Context: an optimization exercise on an open-source flow, tuned for small area, a short achievable clock period and few clock cycles. The choices shown serve that exercise and are no tape-out recipe.
Where RTL was checked, it was by simulation tests only, not by an equivalence proof against the original.
Power is estimated from default activity; no workload was simulated.

==> module EC_2, before the edit <==
module EC_2(
    input  logic       Enter,
    input  logic       Clk,
    input  logic       Reset,
    input  logic [7:0] Data_input,
    input  logic       Load_en,
    input  logic [4:0] Load_addr,
    input  logic [7:0] Load_data,
    output logic       Halt,
    output logic       In_wait,
    output logic [7:0] Data_output
    );
    localparam logic [2:0] OP_LOAD  = 3'd0;
    localparam logic [2:0] OP_STORE = 3'd1;
    localparam logic [2:0] OP_ADD   = 3'd2;
    localparam logic [2:0] OP_SUB   = 3'd3;
    localparam logic [2:0] OP_IN    = 3'd4;
    localparam logic [2:0] OP_JZ    = 3'd5;
    localparam logic [2:0] OP_JPOS  = 3'd6;
    localparam logic [2:0] OP_HALT  = 3'd7;
    logic [7:0] mem [0:31];
    logic [4:0] pc;       
    logic [7:0] ir_d;     
    logic       vd;       
    logic [4:0] ir_e;     
    logic       e_ld, e_st, e_add, e_sub;
    logic [7:0] opnd;     
    logic       tk;       
    logic [7:0] a;
    logic       halt_r;   
    logic       inw;      
    wire stall = halt_r | (inw & ~Enter);
    wire       nx_valid = tk | vd;
    wire [7:0] nx_word  = tk ? opnd : ir_d;
    wire [2:0] nx_op    = nx_word[7:5];
    wire [4:0] ra       = nx_word[4:0];
    wire [7:0] bx    = opnd ^ {8{e_sub}};
    wire [7:0] g0    = a & bx;
    wire [7:0] p0    = a ^ bx;
    wire [7:0] gk = {g0[7:1], g0[0] | (p0[0] & e_sub)};
    wire [7:0] pk = {p0[7:1], 1'b0};
    wire [7:0] g1 = gk | (pk & {gk[6:0], 1'b0});
    wire [7:0] p1 = pk & {pk[6:0], 1'b0};
    wire [7:0] g2 = g1 | (p1 & {g1[5:0], 2'b0});
    wire [7:0] p2 = p1 & {p1[5:0], 2'b0};
    wire [7:0] g3 = g2 | (p2 & {g2[3:0], 4'b0});
    wire [7:0] carry = {g3[6:0], e_sub};
    wire [7:0] sum   = p0 ^ carry;
    wire [7:0] ab_x     = a ^ opnd;
    wire       add_zero = (ab_x == {a[6:0] | opnd[6:0], 1'b0});
    wire       sub_zero = (ab_x == 8'd0);
    wire e_keep = ~(e_ld | e_add | e_sub | inw);
    wire [7:0] a_nx = ({8{e_ld}}          & opnd) |
                      ({8{e_add | e_sub}} & sum) |
                      ({8{inw}}           & Data_input) |
                      ({8{e_keep}}        & a);
    wire z_nx = (e_ld  & (opnd == 8'd0)) |
                (e_add & add_zero) |
                (e_sub & sub_zero) |
                (inw   & (Data_input == 8'd0)) |
                (e_keep & (a == 8'd0));
    logic [7:0] rd_op, rd_f;
    always_comb begin
        rd_op = 8'd0;
        rd_f  = 8'd0;
        for (int i = 0; i < 32; i++) begin
            rd_op = rd_op | (mem[i] & {8{ra == 5'(i)}});
            rd_f  = rd_f  | (mem[i] & {8{pc == 5'(i)}});
        end
    end
    wire [7:0] op_nx = (e_st && ir_e == ra) ? a : rd_op;
    wire       nx_store = nx_valid & (nx_op == OP_STORE);
    wire       refetch  = nx_store & (ra == pc);
    wire [7:0] f_nx = (e_st && ir_e == pc) ? a : rd_f;
    wire tk_nx = nx_valid & (((nx_op == OP_JZ) & z_nx) |
                             ((nx_op == OP_JPOS) & ~a_nx[7]));
    wire [4:0] ra_p1 = {ra[4] ^ (&ra[3:0]), ra[3] ^ (&ra[2:0]), ra[2] ^ (&ra[1:0]), ra[1] ^ ra[0], ~ra[0]};
    wire [4:0] pc_p1 = {pc[4] ^ (&pc[3:0]), pc[3] ^ (&pc[2:0]), pc[2] ^ (&pc[1:0]), pc[1] ^ pc[0], ~pc[0]};
    wire [4:0] pc_nx = tk_nx ? ra_p1 : refetch ? pc : pc_p1;
    always_ff @(posedge Clk or posedge Reset) begin
        if (Reset) begin
            pc     <= 5'd0;
            vd     <= 1'b0;
            a      <= 8'd0;
            e_ld   <= 1'b0;
            e_st   <= 1'b0;
            e_add  <= 1'b0;
            e_sub  <= 1'b0;
            tk     <= 1'b0;
            halt_r <= 1'b0;
            inw    <= 1'b0;
        end else if (!stall) begin
            pc     <= pc_nx;
            vd     <= ~refetch;
            a      <= a_nx;
            e_ld   <= nx_valid & (nx_op == OP_LOAD);
            e_st   <= nx_store;
            e_add  <= nx_valid & (nx_op == OP_ADD);
            e_sub  <= nx_valid & (nx_op == OP_SUB);
            tk     <= tk_nx;
            halt_r <= nx_valid & (nx_op == OP_HALT);
            inw    <= nx_valid & (nx_op == OP_IN);
        end
    end
    always_ff @(posedge Clk) begin
        if (!stall) begin
            ir_d <= f_nx;
            ir_e <= ra;
            opnd <= op_nx;
        end
    end
    always_ff @(posedge Clk) begin
        if (Load_en)
            mem[Load_addr] <= Load_data;
        else if (e_st)
            mem[ir_e] <= a;
    end
    assign Halt        = halt_r;
    assign In_wait     = inw;
    assign Data_output = a;
endmodule
Settings: LEC_CHECK=0, CAP_MARGIN=20, CORE_MARGIN=2, CORE_UTILIZATION=40, CTS_BUF_LIST=sky130_fd_sc_hd__clkbuf_4 sky130_fd_sc_hd__clkbuf_8, SETUP_SLACK_MARGIN=5, SLEW_MARGIN=20, TNS_END_PERCENT=5; clock period 8.0 ns.
standard.sh (not shown) runs the stock make flow with config.mk's settings and CLKGATE_MAP_FILE= SYNTH_SCRIPT=/design/flow/synth_recipe.tcl, a recipe that flattens the netlist after the stock synthesis.
==> flow/flow/run.sh <==
#!/bin/bash
# Own layout flow: the standard flow (standard.sh) with two changes.
#  - sky130_fd_sc_hd__a222oi_1 is added to the platform's don't-use cells.
#    It has no stronger size, and as the last gate of a memory read it drives
#    a long wire slowly, which the resizer cannot fix.
#  - Ports are buffered with buf_4 rather than the default choice (a slow
#    clkdlybuf4s50_1 on the outputs).
# Everything else, including the synthesis script, is the standard flow.
# Each ORFS step logs to orfs/logs/...; make's own output goes to
# flow_make.log here.
set -euo pipefail
PLATFORM_DONT_USE="sky130_fd_sc_hd__probe_p_8 sky130_fd_sc_hd__probec_p_8 sky130_fd_sc_hd__lpflow_bleeder_1 sky130_fd_sc_hd__lpflow_clkbufkapwr_1 sky130_fd_sc_hd__lpflow_clkbufkapwr_16 sky130_fd_sc_hd__lpflow_clkbufkapwr_2 sky130_fd_sc_hd__lpflow_clkbufkapwr_4 sky130_fd_sc_hd__lpflow_clkbufkapwr_8 sky130_fd_sc_hd__lpflow_clkinvkapwr_1 sky130_fd_sc_hd__lpflow_clkinvkapwr_16 sky130_fd_sc_hd__lpflow_clkinvkapwr_2 sky130_fd_sc_hd__lpflow_clkinvkapwr_4 sky130_fd_sc_hd__lpflow_clkinvkapwr_8 sky130_fd_sc_hd__lpflow_decapkapwr_12 sky130_fd_sc_hd__lpflow_decapkapwr_3 sky130_fd_sc_hd__lpflow_decapkapwr_4 sky130_fd_sc_hd__lpflow_decapkapwr_6 sky130_fd_sc_hd__lpflow_decapkapwr_8 sky130_fd_sc_hd__lpflow_inputiso0n_1 sky130_fd_sc_hd__lpflow_inputiso0p_1 sky130_fd_sc_hd__lpflow_inputiso1n_1 sky130_fd_sc_hd__lpflow_inputiso1p_1 sky130_fd_sc_hd__lpflow_inputisolatch_1 sky130_fd_sc_hd__lpflow_isobufsrc_1 sky130_fd_sc_hd__lpflow_isobufsrc_16 sky130_fd_sc_hd__lpflow_isobufsrc_2 sky130_fd_sc_hd__lpflow_isobufsrc_4 sky130_fd_sc_hd__lpflow_isobufsrc_8 sky130_fd_sc_hd__lpflow_isobufsrckapwr_16 sky130_fd_sc_hd__lpflow_lsbuf_lh_hl_isowell_tap_1 sky130_fd_sc_hd__lpflow_lsbuf_lh_hl_isowell_tap_2 sky130_fd_sc_hd__lpflow_lsbuf_lh_hl_isowell_tap_4 sky130_fd_sc_hd__lpflow_lsbuf_lh_isowell_4 sky130_fd_sc_hd__lpflow_lsbuf_lh_isowell_tap_1 sky130_fd_sc_hd__lpflow_lsbuf_lh_isowell_tap_2 sky130_fd_sc_hd__lpflow_lsbuf_lh_isowell_tap_4 "
bash standard.sh finish \
  DONT_USE_CELLS="$PLATFORM_DONT_USE sky130_fd_sc_hd__a222oi_1" \
  BUFFER_PORTS_ARGS="-buffer_cell sky130_fd_sc_hd__buf_4" \
  > flow_make.log 2>&1
Testbench counts at the start, summed over its fixed seeds: cycles 43,846.
Change:
--- a/flow/design.v
+++ b/flow/design.v
@@ -103,19 +103,41 @@
         end
     end
     always_ff @(posedge Clk) begin
-        if (!stall) begin
+        if (!stall)
             ir_d <= f_nx;
-            ir_e <= ra;
-            opnd <= op_nx;
-        end
     end
     always_ff @(posedge Clk) begin
-        if (Load_en)
-            mem[Load_addr] <= Load_data;
+        ir_e <= ra;
+        opnd <= op_nx;
+    end
+    logic       ld_en;
+    logic [4:0] ld_addr;
+    logic [7:0] ld_data;
+    always_ff @(posedge Clk) begin
+        ld_en   <= Load_en;
+        ld_addr <= Load_addr;
+        ld_data <= Load_data;
+    end
+    always_ff @(posedge Clk) begin
+        if (ld_en)
+            mem[ld_addr] <= ld_data;
         else if (e_st)
             mem[ir_e] <= a;
     end
-    assign Halt        = halt_r;
-    assign In_wait     = inw;
-    assign Data_output = a;
+    logic [7:0] a_on;
+    logic       halt_on, inw_on;
+    always_ff @(posedge Clk or posedge Reset) begin
+        if (Reset) begin
+            a_on    <= 8'hff;
+            halt_on <= 1'b1;
+            inw_on  <= 1'b1;
+        end else if (!stall) begin
+            a_on    <= ~a_nx;
+            halt_on <= ~(nx_valid & (nx_op == OP_HALT));
+            inw_on  <= ~(nx_valid & (nx_op == OP_IN));
+        end
+    end
+    assign Halt        = ~halt_on;
+    assign In_wait     = ~inw_on;
+    assign Data_output = ~a_on;
 endmodule
Outcome:
- The changed run finished clean
- cell count rose by 14%
- power rose by 24%
- final area rose by 6.1%
- sequential power rose by about 6%
- wire length rose by 15%
- maximum frequency fell by 3.6%
- setup slack loses 0.12 ns
- synthesized area rose by 10%
- clock power rose by about 5%
- flip-flop and latch count rose by 24
The RTL of the second run of this note was laid out without a check of its function.

==> port drivers added, routing unchanged <==
The flow's constraints put no driver on any port. The routed layouts listed below were extracted and timed again, unchanged, in two steps. Step 1, drivers: a clkbuf_16 drives Clk and a buf_2 each remaining input, both assumed. Step 2 also shifts input and output timing later by t, the mid clock arrival at the registers, as if the neighbouring blocks saw the same clock. a / b / c = ideal ports / drivers / drivers and shift; a / b = the first two.
run | t (ns) | setup slack, ns | worst hold slack (ns) | worst slew at a driven data input, ns | pins driven straight from the clock port
the first run | 0.693 | 4.739 / 4.739 / 4.231 | 0.533 / 0.533 / 0.533 | 0.04 | 1
the second run | 0.746 | 4.616 / 4.616 / 4.470 | 0.479 / 0.479 / 0.479 | 0.05 | 1
After both steps setup and hold are still met in every run listed. For the first run, which loses most, drivers alone change the setup slack by 0.000 ns; drivers and shift together by -0.508 ns.
